Background: an optimization exercise with open tools, aiming at small area. Do not read the settings as production practice. RTL that was checked went through simulation tests only; none was proved equivalent to the original.

==> module lsort_detect, before the edit <==
module lsort_detect (
    input               clk,
    input               rst_n,
    input               in_valid,
    input        [ 1:0] in_channel,
    input        [11:0] in_data,
    output logic        out_valid,
    output logic [ 1:0] out_channel,
    output logic [10:0] out_data,
    output logic        out_spike,
    output logic [38:0] out_time
);
  localparam int NW = 23;   
  logic [1:0] ph;
  always_ff @(posedge clk or negedge rst_n)
    if (!rst_n) ph <= 2'd0;
    else ph <= ph + 2'd1;
  logic [1:0] dly;
  logic [3:1] ev;
  logic [11:0] ed1, ed2, ed3;
  assign dly = in_channel - ph;
  always_ff @(posedge clk or negedge rst_n)
    if (!rst_n) ev <= '0;
    else begin
      ev[1] <= in_valid && dly == 2'd3;
      ev[2] <= ev[1] || (in_valid && dly == 2'd2);
      ev[3] <= ev[2] || (in_valid && dly == 2'd1);
    end
  always_ff @(posedge clk) begin
    ed1 <= in_data;
    ed2 <= (in_valid && dly == 2'd2) ? in_data : ed1;
    ed3 <= (in_valid && dly == 2'd1) ? in_data : ed2;
  end
  logic pv;
  logic [11:0] x;
  assign pv = ev[3] || (in_valid && dly == 2'd0);
  assign x  = ev[3] ? ed3 : in_data;
  logic [23:0] flt0, flt1, flt2, flt3;   
  logic seen3;
  always_ff @(posedge clk or negedge rst_n)
    if (!rst_n) seen3 <= 1'b0;
    else if (pv && ph == 2'd3) seen3 <= 1'b1;
  logic [11:0] s1, s2, d;
  assign s1 = seen3 ? flt3[23:12] : 12'd0;
  assign s2 = seen3 ? flt3[11:0] : 12'd0;
  lsd_filter u_filter (
      .x (x),
      .s1(s1),
      .s2(s2),
      .d (d)
  );
  logic v1;
  logic [11:0] s2o;
  always_ff @(posedge clk or negedge rst_n)
    if (!rst_n) v1 <= 1'b0;
    else v1 <= pv;
  always_ff @(posedge clk) begin
    flt0 <= pv ? {d, s1} : flt3;
    flt1 <= flt0;
    flt2 <= flt1;
    flt3 <= flt2;
    s2o  <= s2;
  end
  logic [10:0] u;
  lsd_mag u_mag (
      .d (flt0[23:12]),
      .s2(s2o),
      .y (),
      .u (u)
  );
  logic v2;
  logic [10:0] u2;
  always_ff @(posedge clk or negedge rst_n)
    if (!rst_n) v2 <= 1'b0;
    else v2 <= v1;
  always_ff @(posedge clk) u2 <= u;
  logic [5:0] g;   
  assign g = (u2[10:6] != 0) ? 6'd63 : (u2[5:0] == 0) ? 6'd0 : u2[5:0] - 6'd1;
  logic [NW-1:0][5:0] win0, win1, win2, win3;
  always_ff @(posedge clk) begin
    win0 <= win3;
    win1 <= v2 ? {win0[NW-2:0], g} : win0;
    win2 <= win1;
    win3 <= win2;
  end
  logic [4:0] fill;
  always_ff @(posedge clk or negedge rst_n)
    if (!rst_n) fill <= '0;
    else if (v2 && ph == 2'd1 && fill != 5'd23) fill <= fill + 5'd1;
  logic [5:0] q;
  logic [NW-1:0] lt;
  logic [4:0] nlt;
  assign q = u2[10:5] - {5'd0, u2[4:0] == 5'd0};
  always_comb
    for (int j = 0; j < NW; j++) begin
      logic c;
      c = 1'b0;
      for (int b = 0; b < 6; b++) c = (~win0[j][b] & q[b]) | ((~win0[j][b] | q[b]) & c);
      lt[j] = (5'(j) < fill) && c;
    end
  lsd_pop u_pop (
      .z  (lt),
      .cnt(nlt)   
  );
  assign out_valid = v2;
  assign out_data  = u2;
  assign out_spike = (u2 != 11'd0) && nlt[4];
  logic [40:0] cnt, cnt_carry;
  assign {out_time, out_channel} = cnt;
  always_comb begin
    cnt_carry[0] = v2;
    for (int b = 1; b < 41; b++) cnt_carry[b] = cnt_carry[b-1] & cnt[b-1];
  end
  always_ff @(posedge clk or negedge rst_n)
    if (!rst_n) cnt <= '0;
    else cnt <= cnt ^ cnt_carry;
endmodule
==> flow/config.mk <==
export PLATFORM = sky130hd
export DESIGN_NAME = lsort_detect
export DESIGN_NICKNAME = lsort_detect
export VERILOG_FILES = /design/flow/design.v
export SDC_FILE = /design/flow/constraint.sdc
export NUM_CORES = 4
export LEC_CHECK = 0
export CAP_MARGIN = 20
export CORE_MARGIN = 2
export CORE_UTILIZATION = 40
export CTS_CLUSTER_DIAMETER = 100
export CTS_CLUSTER_SIZE = 30
export SLEW_MARGIN = 20
==> flow/constraint.sdc <==
create_clock -name core_clock -period 14.0 [get_ports {clk}]
set_input_delay 2.8000 -clock core_clock [delete_from_list [all_inputs] [get_ports {clk}]]
set_output_delay 2.8000 -clock core_clock [all_outputs]
set_load 0.01 [all_outputs]
standard.sh (not shown) runs the stock make flow with config.mk's settings and CLKGATE_MAP_FILE= SYNTH_SCRIPT=/design/flow/synth_recipe.tcl, a recipe that flattens the netlist after the stock synthesis.
==> flow/flow/run.sh <==
#!/bin/bash
# Layout flow: the standard layout (standard.sh) with two changes:
#  - after the standard synthesis, fa_polarity.py picks the polarity of each
#    full adder so that fewer inverters sit between adders (the registers and
#    all other cells stay as synthesis made them);
#  - the port buffers are the smallest buffer cell.
# Each step's output goes to a log of its own here; the tools' own logs are
# under orfs/logs.
set -euo pipefail
export BUFFER_PORTS_ARGS="-buffer_cell sky130_fd_sc_hd__buf_1"
R=orfs/results/${FLOW_PLATFORM}/lsort_detect/base
bash standard.sh synth > flow_synth.log 2>&1
cp $R/1_2_yosys.v flow_yosys_standard.v
python3 flow/fa_polarity.py flow_yosys_standard.v $R/1_2_yosys.new.v > flow_fa_polarity.log 2>&1
# the edited netlist is newer than 1_synth.odb, so make rebuilds it from there
mv $R/1_2_yosys.new.v $R/1_2_yosys.v
bash standard.sh finish > flow_finish.log 2>&1
Other scripts of this flow, unchanged in this note and not shown: flow/flow/fa_polarity.py
Then changed:
--- a/flow/design.v
+++ b/flow/design.v
@@ -576,15 +576,9 @@
   logic [5:0] q;
   logic [NW-1:0] lt;
   logic [4:0] nlt;
   assign q = u2[10:5] - {5'd0, u2[4:0] == 5'd0};
-  always_comb
-    for (int j = 0; j < NW; j++) begin
-      logic c;
-      c = 1'b0;
-      for (int b = 0; b < 6; b++) c = (~win0[j][b] & q[b]) | ((~win0[j][b] | q[b]) & c);
-      lt[j] = (5'(j) < fill) && c;
-    end
+  always_comb for (int j = 0; j < NW; j++) lt[j] = (5'(j) < fill) && (win0[j] < q);
   lsd_pop u_pop (
       .z  (lt),
       .cnt(nlt)   
   );
=>
- The new run ran to the end with no violations
- via count goes down by 5.4%
- first-iteration DRC count goes down by 21%
- non-clock buffer count goes down by 2
- worst setup slack got worse by 0.071 ns
- wire length goes down by 2.1%
- utilization stays flat
Only the layout flow was run in the second run of this note; the RTL was not checked for function there.

-- what the ideal ports hide --
Ports are ideal in the flow. The routed layouts listed here were re-timed in OpenROAD. Step 1 (the two cells are an assumption about what drives the block):
set clk [get_ports {clk}]
set_driving_cell -lib_cell sky130_fd_sc_hd__clkbuf_16 $clk
set_driving_cell -lib_cell sky130_fd_sc_hd__buf_2 [delete_from_list [all_inputs] $clk]
Step 2, shift: input delay + t, output delay - t, t = (earliest + latest rising clock arrival at the registers) / 2. This alone moves slack from input paths to output paths. Slacks: no drivers / after step 1 / after step 2; pairs: no drivers / after step 1.
| run | shift t [ns] | setup slack, ns | worst setup path after step 2 | worst register clock-pin slew, ns | worst data-port slew with drivers (ns) |
|---|---|---|---|---|---|
| the first run | 0.683 | 2.572 / 2.572 / 2.572 | register to register | 0.12 / 0.12 | 0.03 |
| the second run | 0.667 | 2.502 / 2.502 / 2.502 | register to register | 0.11 / 0.11 | 0.04 |
After both steps setup and hold are still met in every run listed.
